What follows belongs to an exercise in optimizing a design on an open flow for small area; a production flow would make more cautious choices. In this exercise RTL edits were held to simulation tests only and were not proved equivalent to the original. Power figures rest on the tool's default switching activity, not on a simulated workload. The clock port is modelled as an ideal driver; clocking choices that lean on that would not hold on a real chip.

===== flow/run.sh =====
#!/bin/bash
# Layout flow: the standard ORFS flow with three changes.
#  1. Synthesis is the standard synthesis (same passes, same registers)
#     but Yosys's abc call uses an area-oriented ABC script (flow/area.abc)
#     without a delay target.
#  2. Ports are buffered with the smallest buffer (buf_1).
#  3. CTS clusters more sinks per clock buffer and inserts no dummy loads.
set -euo pipefail
H=$(pwd)
VARS=(
  "SYNTH_SCRIPT=$H/flow/my_synth.tcl"
  "BUFFER_PORTS_ARGS=-buffer_cell sky130_fd_sc_hd__buf_1"
  "CTS_ARGS=-sink_clustering_enable -repair_clock_nets -dont_use_dummy_load -sink_clustering_size 30 -sink_clustering_max_diameter 100 -root_buf sky130_fd_sc_hd__clkbuf_8 -tree_buf sky130_fd_sc_hd__clkbuf_8"
)
bash standard.sh "${VARS[@]}" synth > synth.log 2>&1
bash standard.sh "${VARS[@]}" finish > layout.log 2>&1

===== flow/area.abc =====
strash
&get -n
&deepsyn -J 50
&dch -f
&nf -R 1000
&put

===== flow/my_synth.tcl =====
# The standard synthesis (synth_recipe.tcl), with Yosys's abc call given an
# area-oriented ABC script and no delay target.
proc synth {args} { yosys synth -nofsm -noshare {*}$args }
set ::my_abc_script [file join [file dirname [file normalize [info script]]] area.abc]
proc abc {args} {
  set out {}
  set skip 0
  foreach a $args {
    if {$skip} { set skip 0; continue }
    if {$a in {-script -constr -D}} { set skip 1; continue }
    lappend out $a
  }
  yosys abc -script $::my_abc_script {*}$out
}
source $::env(SCRIPTS_DIR)/synth.tcl
# left out here: clear keep_hierarchy, flatten, clean up, hide names made inside functions, write 1_2_yosys.v

===== standard.sh =====
#!/bin/bash
# synth_recipe.tcl (not shown) runs the flow's synth.tcl, then flattens the netlist and writes it again
# the make line also repeats each setting of config.mk as NAME=value (left out here)
make -C /OpenROAD-flow-scripts/flow DESIGN_CONFIG=/design/flow/config.mk WORK_HOME=/design/flow/orfs CLKGATE_MAP_FILE= SYNTH_SCRIPT=/design/flow/synth_recipe.tcl "${@:-finish}"

===== config.mk =====
export PLATFORM = sky130hd
export DESIGN_NAME = rv32i_core
export DESIGN_NICKNAME = rv32i_core
export VERILOG_FILES = /design/flow/design.v
export SDC_FILE = /design/flow/constraint.sdc
export NUM_CORES = 8
export LEC_CHECK = 0
export ABC_AREA = 1
export CAP_MARGIN = 20
export CORE_MARGIN = 2
export CORE_UTILIZATION = 40
export SETUP_SLACK_MARGIN = 0.5
export SLEW_MARGIN = 20

===== constraint.sdc =====
create_clock -name core_clock -period 15.0 [get_ports {Clk}]
set_input_delay 3.0000 -clock core_clock [delete_from_list [all_inputs] [get_ports {Clk}]]
set_output_delay 3.0000 -clock core_clock [all_outputs]
set_load 0.01 [all_outputs]

===== design.v =====
module rv32i_core (
    input  logic Rst,
    input  logic Clk,
    output logic [31:0] imem_addr,
    input  logic [31:0] imem_rdata,
    output logic        dmem_re,
    output logic        dmem_we,
    output logic [1:0]  dmem_size,
    output logic [31:0] dmem_addr,
    output logic [31:0] dmem_wdata,
    input  logic [31:0] dmem_rdata,
    output logic        retire_valid,
    output logic [31:0] retire_pc,
    output logic        retire_we,
    output logic [4:0]  retire_rd,
    output logic [31:0] retire_wdata
);
    logic [4:0]  cnt;      
    logic [1:0]  fr;       
    logic        clr;      
    logic [31:2] pc;
    logic [31:0] adr, dat;
    logic        c;        
    logic        flag;     
    logic [4:0]  k;        
    wire [31:0] I = imem_rdata;
    wire [2:0]  f3 = I[14:12];
    wire [4:0]  rs1 = I[19:15];
    wire [4:0]  rs2 = I[24:20];
    wire [4:0]  rd  = I[11:7];
    wire is_ld    = ~I[6] & ~I[4] & ~I[5];
    wire is_st    = ~I[6] & ~I[4] &  I[5];
    wire is_br    =  I[6] & ~I[2];
    wire is_jalr  =  I[6] &  I[2] & ~I[3];
    wire is_jal   =  I[6] &  I[3];
    wire is_u     = ~I[6] &  I[4] &  I[2];
    wire is_lui   = is_u &  I[5];
    wire is_alu   = ~I[6] &  I[4] & ~I[2];
    wire is_op    = is_alu & I[5];
    wire is_sh    = is_alu & ~f3[1] & f3[0];
    wire is_slt   = is_alu & ~f3[2] & f3[1];
    wire is_calc  = is_alu & ~is_sh & ~is_slt;    
    wire left     = ~f3[2];
    wire [1:0] lastw = (is_sh | (is_slt & is_op)) ? 2'd2 :
                       ((is_calc & ~is_op) | is_u) ? 2'd0 : 2'd1;
    wire f1   = (fr == 2'd0) & ~clr;
    wire f2   = (fr == 2'd1);
    wire f3r  = (fr == 2'd2);
    wire pf   = (fr == 2'd3);
    wire c0   = (cnt == 5'd0);
    wire c31  = (cnt == 5'd31);
    wire pcsh = (pf | clr) & (cnt[4:1] != 4'd0);    
    always_ff @(posedge Clk or posedge Rst)
        if (Rst) begin
            cnt <= 5'd0;
            fr  <= 2'd0;
            clr <= 1'b1;
        end else begin
            cnt <= cnt + 5'd1;
            if (c31) begin
                clr <= 1'b0;
                fr  <= (clr | pf) ? 2'd0 : (fr == lastw) ? 2'd3 : fr + 2'd1;
            end
        end
    logic [31:0] rb0;                       
    logic        wbit;
    wire use_rs2 = is_sh ? (fr == 2'd0) : ((fr == 2'd1) & (is_op | is_br | is_st));
    wire [4:0] ra = use_rs2 ? rs2 : rs1;
    wire r = rb0[ra];
    wire rf_we = (f1 & ((is_calc & ~is_op) | is_u | is_jal)) |
                 (f2 & ((is_calc & is_op) | (is_slt & ~is_op) | is_ld | is_jalr)) |
                 (f3r & (is_sh | (is_slt & is_op)));
    wire wb = wbit & ~clr;
    assign rb0[0] = 1'b0;
    for (genvar i = 1; i < 32; i++) begin : g_reg
        logic [31:0] q;
        wire sel = clr | (rf_we & (rd == i));
        always_ff @(posedge Clk)
            q <= {sel ? wb : q[0], q[31:1]};
        assign rb0[i] = q[0];
    end
    wire        four  = (cnt == 5'd2);
    wire [31:0] immI = {{20{I[31]}}, I[31:20]};
    wire [31:0] immS = {{20{I[31]}}, I[31:25], I[11:7]};
    wire [31:0] immB = {{19{I[31]}}, I[31], I[7], I[30:25], I[11:8], 1'b0};
    wire [31:0] immU = {I[31:12], 12'b0};
    wire [31:0] immJ = {{11{I[31]}}, I[31], I[19:12], I[20], I[30:21], 1'b0};
    wire [31:0] immv = is_u ? immU : is_st ? immS : is_br ? immB : is_jal ? immJ : immI;
    wire imm = immv[cnt];
    wire kz  = (k == 5'd0);
    wire tap = adr[k];
    wire ldin = f3[1] | (f3[0] ? ~cnt[4] : (cnt[4:3] == 2'b00));
    wire ldbit = c0 ? dmem_rdata[0] : ldin ? dat[0] : (~f3[2] & dat[31]);
    wire shbit = (left & kz) ? r : tap;
    wire cmpf = (f1 & is_slt & ~is_op) | (f2 & ((is_slt & is_op) | is_br));
    logic a, b, sub;
    always_comb begin
        a = adr[0];                         
        b = four;
        sub = 1'b0;
        if (pf) begin
            a   = pc[2] & (cnt[4:1] != 4'd0);
        end else if (f1) begin
            a   = (is_lui | is_sh) ? 1'b0 : (is_u | is_jal | is_br | is_jalr) ? adr[0] : r;
            b   = (is_jal | is_jalr) ? four : is_op ? r : imm;
            sub = is_slt | (is_sh & left);
        end else if (f2 & (is_op | is_br)) begin
            a   = dat[0];
            b   = r;
            sub = is_slt | is_br | ((f3 == 3'b000) & I[30]);
        end else if (f2 & (is_jal | is_jalr)) begin
            a   = is_jal ? adr[0] : r;
            b   = imm;
        end else if (is_slt) begin
            a   = 1'b0;
            b   = c0 & flag;
        end else if (is_ld) begin
            a   = 1'b0;
            b   = ldbit;
        end else if (is_sh) begin
            a   = 1'b0;
            b   = shbit;
        end
    end
    wire sgn  = c31 & cmpf & (is_br ? ~f3[1] : ~f3[0]);
    wire ax   = a ^ sgn;
    wire bx   = b ^ sub ^ sgn;
    wire cin  = c0 ? sub : c;
    wire sum  = ax ^ bx ^ cin;
    wire cout = (ax & bx) | (ax & cin) | (bx & cin);
    logic res;
    always_comb
        case ({is_alu & ~pf, f3})
            4'b1100: res = a ^ b;
            4'b1110: res = a | b;
            4'b1111: res = a & b;
            default: res = sum;
        endcase
    wire acc  = ~c0 & flag;
    wire neq  = acc | sum;
    wire taken = f3[0] ^ (f3[2] ? ~cout : ~neq);
    assign wbit = (f2 & is_jalr) ? dat[0] : res;
    wire npc = (clr | (cnt[4:1] == 4'd0)) ? 1'b0 : flag ? adr[0] : sum;
    logic dat_in;
    always_comb
        if (f1 & (is_op | is_br)) dat_in = r;          
        else if (f2 & is_st) dat_in = r;               
        else if (f1 & is_ld) dat_in = 1'b0;            
        else if (f2 & (is_jal | is_jalr)) dat_in = dat[0];
        else dat_in = wbit;
    logic adr_in;
    always_comb
        if (pf | clr) adr_in = npc;
        else if (is_sh & f2) adr_in = ~left & r;
        else if (is_sh & f3r) adr_in = left ? r : (I[30] & adr[31]);
        else if ((f1 & (is_ld | is_st | is_br)) | (f2 & (is_jal | is_jalr))) adr_in = sum;
        else adr_in = adr[0];
    wire dat_ld = f2 & is_ld & c0;
    always_ff @(posedge Clk) begin
        c   <= cout;
        adr <= {adr_in, adr[31:1]};
        dat <= {dat_in | (dat_ld & dmem_rdata[0]), dat[31:1] | ({31{dat_ld}} & dmem_rdata[31:1])};
        if (cmpf) flag <= c31 ? (is_br ? taken : ~cout) : neq;
        else if (pf & c0) flag <= is_jal | is_jalr | (is_br & flag);
        if (f1 & is_sh & (cnt < 5'd5)) k <= {sum, k[4:1]};
        if (pcsh) pc <= {npc, pc[31:3]};
    end
    assign imem_addr    = {pc, 2'b00};
    assign dmem_re      = f2 & is_ld & c0;
    assign dmem_we      = pf & is_st & c0;
    assign dmem_size    = f3[1:0];
    assign dmem_addr    = adr;
    assign dmem_wdata   = dat;
    assign retire_valid = pf & c0;
    assign retire_pc    = {pc, 2'b00};
    assign retire_we    = ~is_br & ~is_st & (rd != 5'd0);
    assign retire_rd    = rd;
    assign retire_wdata = dat;
endmodule

==> summary.txt, run 1 <==
r2r startpoint fr[1]; number of global-route vias before repair 10910; CP Max Fanout 11; root buffer selected by CTS clkbuf_8; Slowest-stage cell, CP fa_1; global placement routability congestion 0.9556; Hold WC Path Type register to register; Total Nets Final 1882; row cnt 92; pin count of the biggest net entering global routing 33; Crit. End Element register; RSZ-0062 raised after global routing false; Least-Margin Pin Slew 0.9285 ns; Sink Count 1101; Req. time, crit path 15.58 ns; global-route wire length before repair 62.35 mm; CP Launch Type input port; initial core utilization 40.38%; Core Area 62970 µm²; CP most frequent cell nor2_1; Yosys Warn Count 1; Post-CTS Setup Repair Bufs 0; most common cell after layout, fill and taps aside dfxtp_1; HPWL Detailed 28.11 mm; Pleak 10.82 nW; Worst VDD drop 0.08848 mV; Initial DRC Count 689; Synth top area share 83.22%; Synth async-reset ratio 0.7266%; Synth Instances 1593; hold-fix buffers at CTS 0; pwr dens 153.1 nW/µm²; TritonRoute pass-1 iters 4; initial antenna violation count 3; Post-Syn Area 25430 µm²; Critical Path AT 10.92 ns; WL final 41.11 mm; max_cap viols 0; Fin. Hold Viols 0; Residual DRC 0; area of the die 65600 µm²; die span in y 256.1 µm; dominant cell type by area after synthesis dfxtp_1; latest clock arrival within the worst-skew pair 0.73 ns; sequential share of the synthesized area 88.26%; dominant synthesized flop cell dfxtp_1; r2r worst-path depth 27; largest cells by area after synthesis dfxtp_1 (83%), edfxtp_1 (4.3%), buf_4 (2.2%); Critical Path End g_reg[23].q[31]; PostCTS Resize Cnt 0; Finished Core Util 44.35%; period utilisation layout 68.91%; min Tclk post-route 10.34 ns; Fmax 0.09675 GHz; Critical Path Source imem_rdata[4]; I/O Buffers 230; CTS Buffer Depth 3; RR Endpoint g_reg[23].q[31]; Distinct cells, synth 52; setup violators final 0; Post-synth EDFFs 36; Hold WS 0.2669 ns; setup TNS 0 ns; synthesis-stage register bit count 1101; CTS Buf Count 45; via count 11380; r2r setup slk 7.52 ns; Ports 237; Reg clk slew, reported paths 0.10 ns; remaining antenna violation count 0; status complete, no violations; share of cells above drive strength 1 2.884%; Die W 256.1 µm; Overall Global Routing Usage 12.23%; Worst Skew 0.09126 ns; routed len/inst 15.51 µm; Setup Crit Path Kind input port to register; area grow syn2layout 9.832%; most frequent cells in the layout dfxtp_1 (1057), buf_1 (230), o21ai_0 (97); Final Max Slew Viols 0; CP peak stage delay 0.70 ns; normalized max-slew margin 37.53%; Mean Syn Cell Area 15.96 µm²; Vias per Instance 4.293; CTS tree built; H-tree depth 2; total congestion overflow 0
==> how the worst min path moves through the flow <==
stage | cells after the start | to | start
final | 0 | g_reg[31].q[17] | g_reg[31].q[18]
after global routing | 0 | g_reg[27].q[17] | g_reg[27].q[18]
after CTS | 0 | g_reg[27].q[17] | g_reg[27].q[18]
after detailed placement | 0 | g_reg[12].q[15] | g_reg[12].q[16]
after global placement | 0 | g_reg[7].q[20] | g_reg[7].q[21]
after floorplan | 0 | g_reg[10].q[0] | g_reg[10].q[1]
==> sequential cells by signal (all words and copies together), names as in the netlist <==
signal and cells:
adr 32, c 1, clr 1, cnt 5, dat 32, flag 1, fr 2, g.q 992
k 5, pc 30
==> routing by layer <==
| layer | wire length, µm | track usage (%) |
|---|---|---|
| met3 | 2493 | 2.337 |
| met2 | 18010 | 19.63 |
| met5 | 0 | 0 |
| met4 | 1307 | 4.792 |
| met1 | 19290 | 16.38 |
==> where the power goes <==
part	internal [mW]	leakage, nW	switching, mW
clock	0.504	0.529	0.777
sequential	2.94	9.00	0.00474
combinational	0.0161	1.30	0.0348
==> critical path: cells and delay by family <==
kind                     cells  cell delay, ns
AO/OA/AOI/OAI               12            3.10
AND/OR/NAND/NOR             13            2.97
adder cells (fa/ha/maj)      1            0.70
multiplexers                 1            0.63
buffers and inverters        1            0.33
XOR/XNOR                     1            0.20
==> through the flow <==
| step | worst slack, ns | std cells | power, mW | instance area, µm² |
|---|---|---|---|---|
| 2_1_floorplan | 6.620 | 1596 | 3.039 | 25440 |
| 3_3_place_gp | 4.291 | 2604 | 3.062 | 26850 |
| 3_5_place_dp | 4.085 | 2604 | 3.063 | 26850 |
| 4_1_cts | 4.738 | 2649 | 4.331 | 27920 |
| 5_1_grt | 3.835 | 2650 | 4.432 | 27920 |
| 6_report | 4.664 | 2651 | 4.277 | 27930 |
==> cell families (layout without fill, tap and decap cells) <==
logic type | after synthesis | after routing | synth area share [%]
and+or+nand+nor | 136 | 136 | 2.505
xor gates and xnor gates | 5 | 5 | 0.1723
DFF | 1101 | 1101 | 88.26
adders and majority gates | 11 | 11 | 0.5708
muxes | 8 | 8 | 0.3346
other | 1 | 6 | 0.01475
AOI/OAI and AO/OA | 243 | 243 | 5.762
buffers and inverters | 88 | 295 | 2.377
==> synth_stat cells (3+ instances only) <==
library cell	n
a21oi_1	40
a22oi_1	5
nor4_1	3
a22o_1	3
nor2_1	46
ha_1	10
buf_4	73
nor2b_1	8
or2_0	4
edfxtp_1	36
o31ai_1	4
nand3_1	10
nand2_1	34
nor3_1	10
mux2_1	4
o22ai_1	22
a31oi_1	12
a21o_1	33
a211oi_1	4
dfrtp_1	7
mux2i_1	4
nand2b_1	9
o211ai_1	6
clkinv_1	15
o21ai_0	97
xnor2_1	3
dfxtp_1	1057
and3_1	3
==> area by class of cell <==
cell class | count | area (µm²)
Antenna cell | 2 | 5.005
Clock buffer | 45 | 1070
Fill cell | 5617 | 35040
Inverter | 15 | 56.30
Multi-Input combinational cell | 407 | 2394
Sequential cell | 1101 | 22440
Tap cell | 846 | 1059
Timing Repair Buffer | 235 | 900.9
==> run 2: changes to the inputs <==
--- a/design.v
+++ b/design.v
@@ -165,14 +165,14 @@
         if (f1 & is_sh & (cnt < 5'd5)) k <= {sum, k[4:1]};
         if (pcsh) pc <= {npc, pc[31:3]};
     end
-    assign imem_addr    = {pc, 2'b00};
+    assign imem_addr    = {pc, cnt[1:0]};
     assign dmem_re      = f2 & is_ld & c0;
     assign dmem_we      = pf & is_st & c0;
     assign dmem_size    = f3[1:0];
     assign dmem_addr    = adr;
     assign dmem_wdata   = dat;
     assign retire_valid = pf & c0;
-    assign retire_pc    = {pc, 2'b00};
+    assign retire_pc    = {pc, cnt[1:0]};
     assign retire_we    = ~is_br & ~is_st & (rd != 5'd0);
     assign retire_rd    = rd;
     assign retire_wdata = dat;
--- a/flow/run.sh
+++ b/flow/run.sh
@@ -10,7 +10,7 @@
 VARS=(
   "SYNTH_SCRIPT=$H/flow/my_synth.tcl"
   "BUFFER_PORTS_ARGS=-buffer_cell sky130_fd_sc_hd__buf_1"
-  "CTS_ARGS=-sink_clustering_enable -repair_clock_nets -dont_use_dummy_load -sink_clustering_size 30 -sink_clustering_max_diameter 100 -root_buf sky130_fd_sc_hd__clkbuf_8 -tree_buf sky130_fd_sc_hd__clkbuf_8"
+  "CTS_ARGS=-sink_clustering_enable -repair_clock_nets -dont_use_dummy_load -sink_clustering_size 34 -sink_clustering_max_diameter 100 -apply_ndr full -root_buf sky130_fd_sc_hd__clkbuf_8 -tree_buf sky130_fd_sc_hd__clkbuf_8"
 )
 bash standard.sh "${VARS[@]}" synth > synth.log 2>&1
 bash standard.sh "${VARS[@]}" finish > layout.log 2>&1
--- a/config.mk
+++ b/config.mk
@@ -8,6 +8,7 @@
 export ABC_AREA = 1
 export CAP_MARGIN = 20
 export CORE_MARGIN = 2
-export CORE_UTILIZATION = 40
+export CORE_UTILIZATION = 65
+export PLACE_DENSITY = 0.8
 export SETUP_SLACK_MARGIN = 0.5
 export SLEW_MARGIN = 20
==> summary.txt, run 2 <==
Top reg by flops g.q; dominant synthesized flop cell dfxtp_1; WL final 48.38 mm; Flop pwr share 70.1%; Initial DRC Count 739; Reg clk slew, reported paths 0.11 ns; PostCTS Resize Cnt 0; dpl cell area 26430 µm²; Synth Area in Adders 0.5709%; dominant cell type by area after synthesis dfxtp_1; Hold WC Path Type register to register; Post-synth EDFFs 36; Pleak 10.72 nW; HPWL Detailed 32.02 mm; setup TNS 0 ns; CP Max Fanout 11; Post-synth top cells dfxtp_1 (1057), o21ai_0 (97), buf_4 (73); Least-Margin Pin Slew 1.011 ns; Finished Core Util 70.71%; CTS Buffer Depth 3; via count 11690; max_cap viols 0; area grow syn2layout 7.495%; Comb power frac 1.2%; Worst Skew 0.06066 ns; Core Area 38650 µm²; Synth async-reset ratio 0.7266%; CP Launch Type input port; RSZ-0062 raised after global routing false; switching portion of total power 19.41%; pin count of the biggest net entering global routing 35; CP peak stage delay 0.90 ns; Clk pwr share 28.7%; WP buf/inv 1; Setup Crit Path Kind input port to register; Synth Instances 1592; initial core utilization 65.78%; initial antenna violation count 3; number of global-route vias before repair 11850; Die W 201.8 µm; Vias per Instance 5.049; period utilisation layout 71.02%; fillcell total 2411; TritonRoute pass-1 iters 5; Yosys Warn Count 1; root buffer selected by CTS clkbuf_8; most common cell after layout, fill and taps aside dfxtp_1; Fin. Hold Viols 0; Synth top area share 83.23%; area of the die 40710 µm²; hold-fix buffers at CTS 0; Finished Cell Area 27330 µm²; sequential share of the synthesized area 88.28%; setup violators final 0; Total Nets Final 1873; Synth Area in XOR/XNOR 0.1723%; remaining antenna violation count 0; Tot Pwr 4.201 mW; Synth Area in Simple Gates 2.505%; Slowest-stage cell, CP a211oi_1; Residual DRC 0; multiplexer share of the synthesized area 0.3347%; Largest regs g.q (992), adr (32), dat (32); pwr dens 153.7 nW/µm²; Synth Area in Compound Gates 5.763%; routed len/inst 20.90 µm; H-tree depth 2; Post-CTS Setup Repair Bufs 0; Post-Syn Area 25420 µm²; largest family of logic cells by synthesized area compound AO/OA/AOI/OAI gates; max reg flops 992; Final Max Slew Viols 0; Critical Path AT 11.25 ns; Sink Count 1101; die span in y 201.8 µm; most frequent cell after synthesis dfxtp_1; global placement routability congestion 0.9398; Crit path max-delay family compound AO/OA/AOI/OAI gates; Cell Int Power 3.386 mW; Overall Global Routing Usage 23.84%; Ports 237; CTS Buf Count 38; total congestion overflow 0; normalized max-slew margin 32.21%; synthesis-stage register bit count 1101; largest cells by area after synthesis dfxtp_1 (83%), edfxtp_1 (4.3%), buf_4 (2.2%); Fmax 0.09387 GHz; Mean Syn Cell Area 15.97 µm²; switching power 815.3 µW; CP most frequent cell nor2_1; Crit. End Element register; Distinct cells, synth 51; row cnt 72; most frequent cells in the layout dfxtp_1 (1057), buf_1 (234), o21ai_0 (97); Req. time, crit path 15.59 ns; status complete, no violations; Worst VDD drop 0.1467 mV; I/O Buffers 234; global-route wire length before repair 71.99 mm; latest clock arrival within the worst-skew pair 0.69 ns; min Tclk post-route 10.65 ns; share of cells above drive strength 1 2.397%; CTS tree built
## run 2: changes by cell type after synthesis, sizes merged
cell / previous run / this run
conb: 1 / 0
## run 2: metal layers
| layer | part of all wire [%] | global-route usage (%) |
|---|---|---|
| met1 | 42 | 30.50 |
| met4 | 2.4 | 6.565 |
| met5 | 0 | 0 |
| met2 | 50 | 42.08 |
| met3 | 5.3 | 4.176 |
## run 2: cell families (layout without fill, tap and decap cells)
kind of cell	Yosys count	count (layout)
AOI/OAI and AO/OA	243	243
xor gates and xnor gates	5	5
adders and majority gates	11	11
buffers and inverters	88	290
DFF	1101	1101
muxes	8	8
other	0	3
and+or+nand+nor	136	136
## run 2: stage by stage
stage / setup slack (ns) / hold WS (ns) / instances
after global routing: 3.716 / 0.2919 / 2312
after floorplan: 6.620 / 0.3096 / 1592
final: 4.347 / 0.2980 / 2315
after detailed placement: 3.796 / 0.3121 / 2274
after global placement: 3.989 / 0.3101 / 2274
after CTS: 4.423 / 0.2923 / 2312
## run 2: layout make-up
| type | instances | area, µm² | share of cell area [%] |
|---|---|---|---|
| tap | 518 | 648.1 | 2.372 |
| sequential | 1101 | 22440 | 82.12 |
| timing repair buffer | 237 | 900.9 | 3.296 |
| clock buffer | 38 | 894.6 | 3.274 |
| multi-input combinational | 403 | 2379 | 8.703 |
| inverter | 15 | 56.30 | 0.2060 |
| antenna | 3 | 7.507 | 0.02747 |
## run 2: power by group through the flow
stage / registers [mW] / logic, mW / clock network, mW
after floorplan: 3.01 / 0.0249 / 0
after global placement: 3.01 / 0.0486 / 0
after detailed placement: 3.01 / 0.0488 / 0
after CTS: 2.95 / 0.0492 / 1.23
after global routing: 2.95 / 0.0530 / 1.32
final: 2.95 / 0.0494 / 1.21
## run 2: worst reg2reg max path, delay by kind of cell (launching register included)
family | cells | cell delay, ns
multiplexers | 1 | 0.58
flip-flops | 1 | 0.45
buffers and inverters | 1 | 0.14
XOR/XNOR | 1 | 0.23
AO/OA/AOI/OAI | 13 | 3.60
adder cells (fa/ha/maj) | 2 | 1.08
AND/OR/NAND/NOR | 8 | 1.59
## run 2: path summary, 6_finish.rpt
path / startpoint / end / slack, ns / cells after the start
max: imem_rdata[4] / g_reg[6].q[31] / 4.35 / 28
min: g_reg[9].q[3] / g_reg[9].q[2] / 0.30 / 0
max reg2reg: fr[1] / g_reg[6].q[31] / 7.29 / 26
min reg2reg: g_reg[9].q[3] / g_reg[9].q[2] / 0.30 / 0
max in group asynchronous: Rst / clr / 12.49 / 2
min in group asynchronous: Rst / fr[0] / 2.25 / 2
==> run 3: changes to the inputs <==
--- a/flow/run.sh
+++ b/flow/run.sh
@@ -10,7 +10,7 @@
 VARS=(
   "SYNTH_SCRIPT=$H/flow/my_synth.tcl"
   "BUFFER_PORTS_ARGS=-buffer_cell sky130_fd_sc_hd__buf_1"
-  "CTS_ARGS=-sink_clustering_enable -repair_clock_nets -dont_use_dummy_load -sink_clustering_size 34 -sink_clustering_max_diameter 100 -apply_ndr full -root_buf sky130_fd_sc_hd__clkbuf_8 -tree_buf sky130_fd_sc_hd__clkbuf_8"
+  "CTS_ARGS=-sink_clustering_enable -repair_clock_nets -dont_use_dummy_load -sink_clustering_size 36 -sink_clustering_max_diameter 100 -apply_ndr full -root_buf sky130_fd_sc_hd__clkbuf_4 -tree_buf sky130_fd_sc_hd__clkbuf_4"
 )
 bash standard.sh "${VARS[@]}" synth > synth.log 2>&1
 bash standard.sh "${VARS[@]}" finish > layout.log 2>&1
==> summary.txt, run 3 <==
status complete, no violations; I/O Buffers 234; CTS tree built; CP most frequent cell nor2_1; Total Nets Final 1871; H-tree depth 2; pin count of the biggest net entering global routing 37; Worst VDD drop 0.1391 mV; routed len/inst 20.74 µm; via count 11710; Mean Syn Cell Area 15.97 µm²; root buffer selected by CTS clkbuf_4; CTS Buffer Depth 3; number of global-route vias before repair 11830; Critical Path AT 11.18 ns; area of the die 40710 µm²; Top reg by flops g.q; TritonRoute pass-1 iters 5; Post-synth top cells dfxtp_1 (1057), o21ai_0 (97), buf_4 (73); Ports 237; CTS Buf Count 36; row cnt 72; period utilisation layout 69.88%; initial antenna violation count 5; CP peak stage delay 0.84 ns; Least-Margin Pin Slew 0.9256 ns; setup TNS 0 ns; die span in y 201.8 µm; Core Area 38650 µm²; most frequent cell after synthesis dfxtp_1; Crit. End Element register; Crit path max-delay family compound AO/OA/AOI/OAI gates; r2r setup slk 7.34 ns; pwr dens 152.4 nW/µm²; Yosys Warn Count 1; Synth async-reset ratio 0.7266%; Residual DRC 0; latest clock arrival within the worst-skew pair 0.83 ns; WL final 48.00 mm; Largest regs g.q (992), adr (32), dat (32); sequential share of the synthesized area 88.28%; CP Launch Type input port; initial core utilization 65.78%; Setup Crit Path Kind input port to register; Synth top area share 83.23%; area grow syn2layout 7.195%; Post-CTS Setup Repair Bufs 0; Tot Pwr 4.154 mW; Die W 201.8 µm; remaining antenna violation count 0; normalized max-slew margin 37.43%; most common cell after layout, fill and taps aside dfxtp_1; min Tclk post-route 10.48 ns; total congestion overflow 0; HPWL Detailed 32.02 mm; max_cap viols 0; WP buf/inv 1; Sink Count 1101; Req. time, crit path 15.70 ns; Hold WC Path Type register to register; Vias per Instance 5.056; global placement routability congestion 0.9398; Reg clk slew, reported paths 0.12 ns; Distinct cells, synth 51; dominant synthesized flop cell dfxtp_1; Initial DRC Count 713; dominant cell type by area after synthesis dfxtp_1; Fmax 0.09540 GHz; Worst Skew 0.07916 ns; largest cells by area after synthesis dfxtp_1 (83%), edfxtp_1 (4.3%), buf_4 (2.2%); Overall Global Routing Usage 23.53%; Finished Core Util 70.52%; Post-Syn Area 25420 µm²; synthesis-stage register bit count 1101; setup violators final 0; most frequent cells in the layout dfxtp_1 (1057), buf_1 (234), o21ai_0 (97); Final Max Slew Viols 0; RSZ-0062 raised after global routing false; max reg flops 992; global-route wire length before repair 71.97 mm; Post-synth EDFFs 36; Synth Instances 1592; CP Max Fanout 11; hold-fix buffers at CTS 0; PostCTS Resize Cnt 0; Fin. Hold Viols 0; Slowest-stage cell, CP a211oi_1; Pleak 10.68 nW; share of cells above drive strength 1 2.288%
run 3: cell counts after synthesis:
Identical to the previous run, type by type.
run 3: power by group:
group          switching (mW)  leakage [nW]  internal [mW]  total [mW]
sequential            0.00510          9.00           2.94        2.95
combinational          0.0338          1.28         0.0157      0.0495
clock                   0.771         0.405          0.386        1.16
total                   0.810          10.7           3.34        4.15
run 3: worst paths after layout:
| kind | startpoint | to | cells after the start |
|---|---|---|---|
| worst max-delay path | imem_rdata[4] | g_reg[10].q[31] | 28 |
| worst min-delay path | g_reg[2].q[21] | g_reg[2].q[20] | 0 |
| worst max register to register | fr[1] | g_reg[10].q[31] | 26 |
| worst min register to register | g_reg[2].q[21] | g_reg[2].q[20] | 0 |
| max in group asynchronous | Rst | clr | 2 |
| min in group asynchronous | Rst | fr[0] | 2 |
run 3: cell type report:
type | count | area, µm²
diodes | 5 | 12.51
repair buffers | 237 | 900.9
multi-input cells | 403 | 2379
well taps | 518 | 648.1
fillers | 2391 | 11390
flip-flops and latches | 1101 | 22440
clock buffers | 36 | 813.3
inverters | 15 | 56.30
run 3: metrics by stage:
step	instances	area, µm²	setup slack, ns	hold WS [ns]
6_report	2315	27250	4.518	0.3013
5_1_grt	2312	27240	3.885	0.3098
4_1_cts	2310	27240	4.595	0.2982
3_5_place_dp	2274	26430	3.796	0.3121
3_3_place_gp	2274	26430	3.989	0.3101
2_1_floorplan	1592	25420	6.620	0.3096
run 3: cells by family after synthesis:
kind of cell    share of synthesized area (%)
flops                                   88.28
compound gates                          5.763
simple gates                            2.505
buf+inv                                 2.377
fa+ha+maj                              0.5709
mux                                    0.3347
xor+xnor                               0.1723
run 3: per-layer routing:
| metal | vias up | part of all wire, % | wire (µm) | global-route usage (%) |
|---|---|---|---|---|
| li1 | 5549 | - | - | - |
| met1 | 5735 | 43 | 20630 | 30.77 |
| met2 | 352 | 50 | 24110 | 41.51 |
| met3 | 67 | 4.5 | 2171 | 3.338 |
| met4 | 2 | 2.2 | 1078 | 6.145 |
| met5 | - | 0.019 | 9 | 0 |
==> run 4: changes to the inputs <==
--- a/flow/run.sh
+++ b/flow/run.sh
@@ -10,7 +10,7 @@
 VARS=(
   "SYNTH_SCRIPT=$H/flow/my_synth.tcl"
   "BUFFER_PORTS_ARGS=-buffer_cell sky130_fd_sc_hd__buf_1"
-  "CTS_ARGS=-sink_clustering_enable -repair_clock_nets -dont_use_dummy_load -sink_clustering_size 36 -sink_clustering_max_diameter 100 -apply_ndr full -root_buf sky130_fd_sc_hd__clkbuf_4 -tree_buf sky130_fd_sc_hd__clkbuf_4"
+  "CTS_ARGS=-sink_clustering_enable -repair_clock_nets -dont_use_dummy_load -sink_clustering_size 32 -sink_clustering_max_diameter 100 -root_buf sky130_fd_sc_hd__clkbuf_8 -tree_buf sky130_fd_sc_hd__clkbuf_8"
 )
 bash standard.sh "${VARS[@]}" synth > synth.log 2>&1
 bash standard.sh "${VARS[@]}" finish > layout.log 2>&1
==> summary.txt, run 4 <==
status complete, no violations; normalized max-slew margin 36.08%; Fin. Hold Viols 0; Place WS 3.796 ns; I/O Buffers 234; CP Launch Type input port; max reg flops 992; dominant synthesized flop cell dfxtp_1; Top reg by flops g.q; initial antenna violation count 3; Post-synth EDFFs 36; Residual DRC 0; Finished Core Util 70.86%; Worst VDD drop 0.1418 mV; synthesis-stage register bit count 1101; Pleak 10.74 nW; most frequent cell after synthesis dfxtp_1; area grow syn2layout 7.712%; Mean Syn Cell Area 15.97 µm²; CTS Buffer Depth 3; Hold Path Stages 0; min Tclk post-route 10.68 ns; sequential share of the synthesized area 88.28%; Worst Skew 0.03995 ns; TritonRoute pass-1 iters 5; pin count of the biggest net entering global routing 34; Least-Margin Pin Slew 0.9530 ns; share of cells above drive strength 1 2.506%; total congestion overflow 0; dpl cell area 26430 µm²; CTS Buf Count 40; Finished Cell Area 27380 µm²; pwr dens 154.6 nW/µm²; Post-synth top cells dfxtp_1 (1057), o21ai_0 (97), buf_4 (73); largest cells by area after synthesis dfxtp_1 (83%), edfxtp_1 (4.3%), buf_4 (2.2%); Ports 237; Die W 201.8 µm; setup TNS 0 ns; Crit. End Element register; area of the die 40710 µm²; period utilisation layout 71.23%; Synth Instances 1592; Synth async-reset ratio 0.7266%; number of global-route vias before repair 11980; max_cap viols 0; r2r worst-path depth 26; root buffer selected by CTS clkbuf_8; setup violators final 0; fin worst setup slack 4.316 ns; most common cell after layout, fill and taps aside dfxtp_1; HPWL Detailed 32.02 mm; row cnt 72; PostCTS Resize Cnt 0; Distinct cells, synth 51; Core Area 38650 µm²; Total Nets Final 1875; remaining antenna violation count 0; Largest regs g.q (992), adr (32), dat (32); hold-fix buffers at CTS 0; Fmax 0.09360 GHz; Post-CTS Setup Repair Bufs 0; most frequent cells in the layout dfxtp_1 (1057), buf_1 (234), o21ai_0 (97); Setup Crit Path Kind input port to register; RSZ-0062 raised after global routing false; Overall Global Routing Usage 24.08%; CP Max Fanout 11; latest clock arrival within the worst-skew pair 0.69 ns; Synth top area share 83.23%; Yosys Warn Count 1; Initial DRC Count 693; H-tree depth 2; die span in y 201.8 µm; Req. time, crit path 15.57 ns; dominant cell type by area after synthesis dfxtp_1; Hold WC Path Type register to register; Reg clk slew, reported paths 0.11 ns; via count 11680; CTS tree built; Critical Path AT 11.25 ns; global-route wire length before repair 72.51 mm; routed len/inst 21.00 µm; WL final 48.71 mm; Final Max Slew Viols 0; Sink Count 1101; Vias per Instance 5.034; global placement routability congestion 0.9398; initial core utilization 65.78%; Post-Syn Area 25420 µm²
## run 4: cell counts after synthesis
Identical to the previous run, type by type.
## run 4: layout make-up
cell class	count	area (µm²)
Antenna cell	5	12.51
Inverter	15	56.30
Fill cell	2377	11260
Sequential cell	1101	22440
Timing Repair Buffer	237	900.9
Tap cell	518	648.1
Clock buffer	40	944.7
Multi-Input combinational cell	403	2379
## run 4: final timing paths
check                          startpoint        endpoint  slack [ns]
max reg2reg                         fr[1]  g_reg[3].q[31]        7.24
min                        g_reg[27].q[3]  g_reg[27].q[2]        0.31
max in group asynchronous             Rst             clr       12.49
max                         imem_rdata[4]  g_reg[3].q[31]        4.32
min in group asynchronous             Rst           fr[0]        2.23
min reg2reg                g_reg[27].q[3]  g_reg[27].q[2]        0.31
## run 4: kinds of logic after synthesis
group / Yosys count / share of synthesized area [%]
AOI/OAI and AO/OA: 243 / 5.763
adders and majority gates: 11 / 0.5709
muxes: 8 / 0.3347
and+or+nand+nor: 136 / 2.505
xor gates and xnor gates: 5 / 0.1723
buffers and inverters: 88 / 2.377
DFF: 1101 / 88.28
## run 4: stage by stage
step / instances / power [mW] / hold slack [ns]
global route: 2315 / 4.353 / 0.3046
detailed placement: 2274 / 3.061 / 0.3121
finish: 2319 / 4.233 / 0.3066
global placement: 2274 / 3.061 / 0.3101
floorplan: 1592 / 3.037 / 0.3096
CTS: 2314 / 4.257 / 0.3071
## run 4: routing by layer
| layer | wire (µm) | global-route usage [%] | up-vias | share of wire [%] |
|---|---|---|---|---|
| li1 | - | - | 5553 | - |
| met1 | 20180 | 30.46 | 5643 | 41 |
| met2 | 24460 | 42.34 | 392 | 50 |
| met3 | 2579 | 3.628 | 87 | 5.3 |
| met4 | 1498 | 8.745 | 0 | 3.1 |
| met5 | 0 | 0 | - | 0 |
## run 4: report_power, final
group / leakage (nW) / internal, mW / switching [mW] / total, mW
Combinational: 1.28 / 0.0157 / 0.0337 / 0.0494
Clock: 0.467 / 0.451 / 0.787 / 1.24
Sequential: 9.00 / 2.94 / 0.00504 / 2.95
Total: 10.7 / 3.41 / 0.825 / 4.23
## run 4: worst max-delay path, stage by stage
cell,delay [ns]
buf_1,0.41
nand2b_1,0.14
nor2_1,0.24
nand2_1,0.13
nor2_1,0.64
nor2_1,0.11
a21oi_1,0.49
mux2i_1,0.59
nor2b_1,0.16
a221o_1,0.37
a221oi_1,0.22
a31oi_1,0.07
o21ai_0,0.16
a21oi_1,0.06
nor2_1,0.51
nor2_1,0.13
a211oi_1,0.24
nor4_1,0.08
nor2_1,0.10
o21ai_0,0.08
a31oi_1,0.26
a311oi_1,0.14
xnor2_1,0.23
fa_1,0.74
o21ai_0,0.25
a211oi_1,0.86
nand3_1,0.47
o21ai_0,0.39
==> run 5: changes to the inputs <==
--- a/flow/run.sh
+++ b/flow/run.sh
@@ -10,7 +10,7 @@
 VARS=(
   "SYNTH_SCRIPT=$H/flow/my_synth.tcl"
   "BUFFER_PORTS_ARGS=-buffer_cell sky130_fd_sc_hd__buf_1"
-  "CTS_ARGS=-sink_clustering_enable -repair_clock_nets -dont_use_dummy_load -sink_clustering_size 32 -sink_clustering_max_diameter 100 -root_buf sky130_fd_sc_hd__clkbuf_8 -tree_buf sky130_fd_sc_hd__clkbuf_8"
+  "CTS_ARGS=-sink_clustering_enable -repair_clock_nets -dont_use_dummy_load -sink_clustering_size 36 -sink_clustering_max_diameter 100 -apply_ndr full -root_buf sky130_fd_sc_hd__clkbuf_8 -tree_buf sky130_fd_sc_hd__clkbuf_8"
 )
 bash standard.sh "${VARS[@]}" synth > synth.log 2>&1
 bash standard.sh "${VARS[@]}" finish > layout.log 2>&1
==> summary.txt, run 5 <==
Post-synth top cells dfxtp_1 (1057), o21ai_0 (97), buf_4 (73); setup violators final 0; CP Max Fanout 11; Hold WC Path Type register to register; global placement routability congestion 0.9398; routed len/inst 20.49 µm; number of global-route vias before repair 11720; Least-Margin Pin Slew 0.9464 ns; PostCTS Resize Cnt 0; CP most frequent cell nor2_1; Hold WS 0.3134 ns; dominant synthesized flop cell dfxtp_1; period utilisation layout 71.26%; Pleak 10.69 nW; Worst VDD drop 0.1480 mV; Levels on crit path 28; Crit. End Element register; CP peak stage delay 0.85 ns; normalized max-slew margin 36.02%; Overall Global Routing Usage 23.32%; share of cells above drive strength 1 2.288%; Fmax 0.09356 GHz; Fin. Hold Viols 0; Vias per Instance 4.995; Final Max Slew Viols 0; Synth top area share 83.23%; synthesis-stage register bit count 1101; most common cell after layout, fill and taps aside dfxtp_1; Sequential Area 22440 µm²; Synth Instances 1592; Core Area 38650 µm²; row cnt 72; Die W 201.8 µm; Req. time, crit path 15.54 ns; RR Endpoint g_reg[10].q[31]; Synth Area in XOR/XNOR 0.1723%; Yosys Warn Count 1; largest family of logic cells by synthesized area compound AO/OA/AOI/OAI gates; CTS tree built; Post-Syn Area 25420 µm²; status complete, no violations; WL final 47.40 mm; WP buf/inv 1; Synth async-reset ratio 0.7266%; Crit path max-delay family compound AO/OA/AOI/OAI gates; setup TNS 0 ns; Initial DRC Count 774; CTS Buffer Depth 3; Worst Skew 0.06653 ns; area occupied by multi-input gates 2379 µm²; Synth Area in Compound Gates 5.763%; Critical Path AT 11.23 ns; remaining antenna violation count 0; Reg clk slew, reported paths 0.12 ns; Residual DRC 0; Critical Path End g_reg[10].q[31]; r2r worst-path depth 26; Synth Area in Simple Gates 2.505%; Tot Pwr 4.176 mW; r2r startpoint fr[1]; initial core utilization 65.78%; routed wl met2 23.60 mm; CTS Buf Count 36; Largest regs g.q (992), adr (32), dat (32); pin count of the biggest net entering global routing 37; max reg flops 992; RSZ-0062 raised after global routing false; Place WS 3.796 ns; area of the die 40710 µm²; Critical Path Source imem_rdata[4]; metal1 wirelength 20.50 mm; Top Metal Used met5; pwr dens 153.1 nW/µm²; Mean Syn Cell Area 15.97 µm²; largest cells by area after synthesis dfxtp_1 (83%), edfxtp_1 (4.3%), buf_4 (2.2%); sequential share of the synthesized area 88.28%; total congestion overflow 0; max_cap viols 0; hold-fix buffers at CTS 0; Sink Count 1101; global-route wire length before repair 71.31 mm; WL met3 2.253 mm; Total Nets Final 1871; I/O Buffers 234; initial antenna violation count 3; dominant cell type by area after synthesis dfxtp_1; area grow syn2layout 7.299%; most frequent cells in the layout dfxtp_1 (1057), buf_1 (234), o21ai_0 (97); TritonRoute pass-1 iters 7; HPWL Detailed 32.02 mm; Slowest-stage cell, CP a211oi_1; r2r setup slk 7.26 ns; Ports 237; Distinct cells, synth 51; H-tree depth 2; CP Launch Type input port; Setup Crit Path Kind input port to register; Synth Area in Adders 0.5709%; fin worst setup slack 4.311 ns; root buffer selected by CTS clkbuf_8; most frequent cell after synthesis dfxtp_1; min Tclk post-route 10.69 ns; latest clock arrival within the worst-skew pair 0.66 ns; multiplexer share of the synthesized area 0.3347%; die span in y 201.8 µm; Post-CTS Setup Repair Bufs 0; Top reg by flops g.q; fillcell total 2410; Post-synth EDFFs 36; via count 11550
[run 5: worst min path at each step]
stage / from / end / slack (ns) / cells after the start
2_1_floorplan: g_reg[10].q[1] / g_reg[10].q[0] / 0.31 / 0
3_3_place_gp: g_reg[10].q[14] / g_reg[10].q[13] / 0.31 / 0
3_5_place_dp: g_reg[10].q[13] / g_reg[10].q[12] / 0.31 / 0
4_1_cts: g_reg[2].q[21] / g_reg[2].q[20] / 0.30 / 0
5_1_grt: g_reg[9].q[3] / g_reg[9].q[2] / 0.31 / 0
6_report: g_reg[11].q[4] / g_reg[11].q[3] / 0.31 / 0
[run 5: metal layers]
metal  track usage [%]  vias to the layer above
li1                  -                     5547
met2             40.96                      351
met4             5.909                        2
met3             3.434                       58
met1             30.68                     5595
met5                 0                        -
[run 5: logic make-up after synthesis]
| group | count (synthesis) |
|---|---|
| AO/OA/AOI/OAI | 243 |
| XOR/XNOR | 5 |
| adder cells (fa/ha/maj) | 11 |
| buffers and inverters | 88 |
| flip-flops | 1101 |
| multiplexers | 8 |
| AND/OR/NAND/NOR | 136 |
[run 5: per-stage QoR]
step / instances / area, µm² / utilization [%]
after global placement: 2274 / 26430 / 68.38
final: 2313 / 27280 / 70.58
after floorplan: 1592 / 25420 / -
after detailed placement: 2274 / 26430 / 68.38
after CTS: 2310 / 27270 / 70.56
after global routing: 2311 / 27270 / 70.57
[run 5: where the power goes]
group	leakage (nW)	switching [mW]	internal (mW)	total, mW
sequential	9.00	0.00506	2.94	2.95
clock	0.418	0.773	0.407	1.18
combinational	1.28	0.0337	0.0157	0.0494
[run 5: worst reg2reg max path, cell delays in order, from the launching register on]
cell,delay (ns)
dfrtp_1,0.44
clkinv_1,0.14
ha_1,0.34
nand2_1,0.11
nor2_1,0.04
a21oi_1,0.47
mux2i_1,0.58
nor2b_1,0.17
a221o_1,0.37
a221oi_1,0.24
a31oi_1,0.07
o21ai_0,0.17
a21oi_1,0.06
nor2_1,0.54
nor2_1,0.13
a211oi_1,0.24
nor4_1,0.08
nor2_1,0.10
o21ai_0,0.07
a31oi_1,0.25
a311oi_1,0.14
xnor2_1,0.24
fa_1,0.75
o21ai_0,0.24
a211oi_1,0.85
nand3_1,0.48
o21ai_0,0.35
[run 5: layout make-up]
cell class              count  area share [%]
diodes                      3         0.02752
clock buffers              36           3.096
inverters                  15          0.2064
multi-input cells         403           8.719
flip-flops and latches   1101           82.27
well taps                 518           2.376
repair buffers            237           3.302
==> run 6: changes to the inputs <==
--- a/design.v
+++ b/design.v
@@ -17,7 +17,8 @@
 );
     logic [4:0]  cnt;      
     logic [1:0]  fr;       
-    logic        clr;      
+    logic        run;      
+    wire         clr = ~run;
     logic [31:2] pc;
     logic [31:0] adr, dat;
     logic        c;        
@@ -54,11 +55,11 @@
         if (Rst) begin
             cnt <= 5'd0;
             fr  <= 2'd0;
-            clr <= 1'b1;
+            run <= 1'b0;
         end else begin
             cnt <= cnt + 5'd1;
             if (c31) begin
-                clr <= 1'b0;
+                run <= 1'b1;
                 fr  <= (clr | pf) ? 2'd0 : (fr == lastw) ? 2'd3 : fr + 2'd1;
             end
         end
--- a/flow/run.sh
+++ b/flow/run.sh
@@ -10,7 +10,7 @@
 VARS=(
   "SYNTH_SCRIPT=$H/flow/my_synth.tcl"
   "BUFFER_PORTS_ARGS=-buffer_cell sky130_fd_sc_hd__buf_1"
-  "CTS_ARGS=-sink_clustering_enable -repair_clock_nets -dont_use_dummy_load -sink_clustering_size 36 -sink_clustering_max_diameter 100 -apply_ndr full -root_buf sky130_fd_sc_hd__clkbuf_8 -tree_buf sky130_fd_sc_hd__clkbuf_8"
+  "CTS_ARGS=-sink_clustering_enable -repair_clock_nets -dont_use_dummy_load -sink_clustering_size 32 -sink_clustering_max_diameter 100 -root_buf sky130_fd_sc_hd__clkbuf_4 -tree_buf sky130_fd_sc_hd__clkbuf_4"
 )
 bash standard.sh "${VARS[@]}" synth > synth.log 2>&1
 bash standard.sh "${VARS[@]}" finish > layout.log 2>&1
==> summary.txt, run 6 <==
Ports 237; Worst VDD drop 0.1387 mV; setup TNS 0 ns; max reg flops 992; WP buf/inv 4; Post-Syn Area 25500 µm²; root buffer selected by CTS clkbuf_4; synthesis-stage register bit count 1101; Slowest-stage cell, CP fa_1; CTS Buffer Depth 3; Post-synth top cells dfxtp_1 (1057), o21ai_0 (87), buf_4 (73); Hold WC Path Type register to register; switching portion of total power 20.91%; hold-fix buffers at CTS 0; max_cap viols 0; total congestion overflow 0; area grow syn2layout 7.617%; I/O Buffers 234; status complete, no violations; Top reg by flops g.q; Critical Path AT 10.68 ns; Yosys Warn Count 1; pwr dens 160.2 nW/µm²; normalized max-slew margin 50.47%; CTS tree built; row cnt 72; Synth top area share 83.00%; Req. time, crit path 15.81 ns; WHS Endpoint g_reg[5].q[4]; Final Max Slew Viols 0; global placement routability congestion 0.8905; HPWL Detailed 30.04 mm; hold_sp g_reg[5].q[5]; TritonRoute pass-1 iters 8; via count 11560; Residual DRC 0; most frequent cell after synthesis dfxtp_1; Post-CTS Setup Repair Bufs 0; Fmax 0.1012 GHz; Crit. End Element register; Worst Skew 0.07773 ns; period utilisation layout 65.85%; H-tree depth 2; pin count of the biggest net entering global routing 34; sequential share of the synthesized area 88.02%; global-route wire length before repair 67.66 mm; Flop pwr share 68.9%; Mean Syn Cell Area 15.92 µm²; share of cells above drive strength 1 2.600%; Total Nets Final 1887; Setup Crit Path Kind input port to register; number of global-route vias before repair 11570; r2r setup slk 7.32 ns; dominant cell type by area after synthesis dfxtp_1; Die W 202.1 µm; Clk pwr share 27.4%; Fin. Hold Viols 0; Vias per Instance 4.969; initial core utilization 65.97%; largest cells by area after synthesis dfxtp_1 (83%), edfxtp_1 (4.2%), buf_4 (2.1%); r2r worst-path depth 26; Pleak 10.65 nW; area of the die 40820 µm²; switching power 918.9 µW; dpl cell area 26520 µm²; Distinct cells, synth 55; Crit path max-delay family compound AO/OA/AOI/OAI gates; CP most frequent cell a21oi_1; Finished Cell Area 27440 µm²; Synth Instances 1601; r2r startpoint fr[1]; Synth async-reset ratio 0.7266%; Initial DRC Count 729; latest clock arrival within the worst-skew pair 0.90 ns; most common cell after layout, fill and taps aside dfxtp_1; routed len/inst 19.30 µm; WL final 44.92 mm; CP Launch Type input port; Least-Margin Pin Slew 0.7224 ns; CP peak stage delay 0.71 ns; Core Area 38650 µm²; Post-synth EDFFs 36; remaining antenna violation count 0; Cell Int Power 3.475 mW; most frequent cells in the layout dfxtp_1 (1057), buf_1 (234), o21ai_0 (87); Sink Count 1101; min Tclk post-route 9.878 ns; die span in y 202.1 µm; Tot Pwr 4.394 mW; Hold Path Stages 0; CP Max Fanout 8; Largest regs g.q (992), adr (32), dat (32); CTS Buf Count 40; Reg clk slew, reported paths 0.11 ns; Overall Global Routing Usage 21.97%; Comb power frac 3.7%; RSZ-0062 raised after global routing false; setup violators final 0; dominant synthesized flop cell dfxtp_1; RR Endpoint g_reg[23].q[31]; initial antenna violation count 1; PostCTS Resize Cnt 0
-- run 6: cell count changes after synthesis, moves of 4 or more --
cell / delta
o22ai_1: -11
nand2_1: +10
o21ai_0: -10
nor3_1: +6
a31oi_1: -5
mux2i_1: +5
a222oi_1: +4
clkinv_1: +4
nand3_1: +4
nor2_1: -4
-- run 6: worst max-delay path by stage --
| stage | cells past startpoint | startpoint | slack (ns) | end |
|---|---|---|---|---|
| floorplan | 24 | imem_rdata[12] | 6.08 | g_reg[30].q[31] |
| global placement | 26 | imem_rdata[6] | 4.70 | g_reg[3].q[31] |
| detailed placement | 26 | imem_rdata[12] | 4.39 | g_reg[23].q[31] |
| CTS | 26 | imem_rdata[12] | 5.31 | g_reg[11].q[31] |
| global route | 26 | imem_rdata[12] | 4.65 | g_reg[23].q[31] |
| finish | 26 | imem_rdata[12] | 5.12 | g_reg[23].q[31] |
-- run 6: area by class of cell --
class                           instances  area, µm²
Antenna cell                            1      2.502
Inverter                               19      71.32
Tap cell                              518      648.1
Clock buffer                           40      913.4
Multi-Input combinational cell        408       2437
Fill cell                            2439      11210
Sequential cell                      1101      22440
Timing Repair Buffer                  240      923.4
-- run 6: per-layer routing --
metal | global-route usage [%] | vias to the layer above | wire [µm]
met5 | 0 | - | 0
met4 | 7.195 | 0 | 1104
met3 | 3.128 | 77 | 2063
met2 | 38.33 | 333 | 22030
met1 | 28.44 | 5567 | 19730
li1 | - | 5587 | -
-- run 6: metrics by stage --
stage	worst slack, ns	utilization, %	hold slack (ns)	instances
floorplan	6.076	-	0.3096	1601
global route	4.651	71.00	0.2756	2327
finish	5.122	71.00	0.2787	2327
global placement	4.698	68.63	0.3097	2286
CTS	5.312	70.99	0.2856	2326
detailed placement	4.392	68.63	0.3121	2286
-- run 6: logic make-up (layout without fill, tap and decap cells) --
family	after synthesis	in the layout	synth area share [%]
flip-flops	1101	1101	88.02
AO/OA/AOI/OAI	222	222	5.433
AND/OR/NAND/NOR	159	159	2.935
buffers and inverters	92	299	2.429
adder cells (fa/ha/maj)	11	11	0.5693
multiplexers	11	11	0.4417
XOR/XNOR	5	5	0.1718
other	0	1	0
-- run 6: power by group through the flow --
| stage | logic, mW | registers, mW | clock network, mW |
|---|---|---|---|
| after floorplan | 0.103 | 3.10 | 0 |
| after global placement | 0.164 | 3.09 | 0 |
| after detailed placement | 0.164 | 3.09 | 0 |
| after CTS | 0.165 | 3.03 | 1.23 |
| after global routing | 0.178 | 3.03 | 1.32 |
| final | 0.164 | 3.03 | 1.20 |

==> what the ideal ports hide <==
How much do the figures lean on ideal ports? The routed layouts below were timed once more, with nothing changed but the port constraints.
Step 1, drivers: a clkbuf_16 drives Clk and a buf_2 each remaining input, both assumed.
Step 2 times the ports against the registers' clock, not the clock port: input delays grow and output delays shrink by t, the midpoint of the rising clock arrivals with the driver on.
a / b / c = ideal / step 1 / step 2; a / b = the first two.
run | t (ns) | setup WS [ns] | clock arrival spread, ns | worst register clock-pin slew, ns
run 1 | 0.732 | 4.664 / 4.646 / 3.914 | 0.110 / 0.111 | 0.11 / 0.11
run 2 | 0.712 | 4.347 / 4.335 / 3.623 | 0.064 / 0.065 | 0.12 / 0.12
run 3 | 0.839 | 4.518 / 4.509 / 3.670 | 0.080 / 0.079 | 0.13 / 0.13
run 4 | 0.722 | 4.316 / 4.309 / 3.587 | 0.040 / 0.040 | 0.12 / 0.12
run 5 | 0.677 | 4.311 / 4.300 / 3.623 | 0.070 / 0.069 | 0.12 / 0.12
run 6 | 0.902 | 5.122 / 5.142 / 4.240 | 0.095 / 0.095 | 0.11 / 0.11
After both steps setup and hold are still met in every run listed. The setup slack of run 6, which loses most, moves by +0.020 ns with the drivers and by -0.882 ns with both steps.
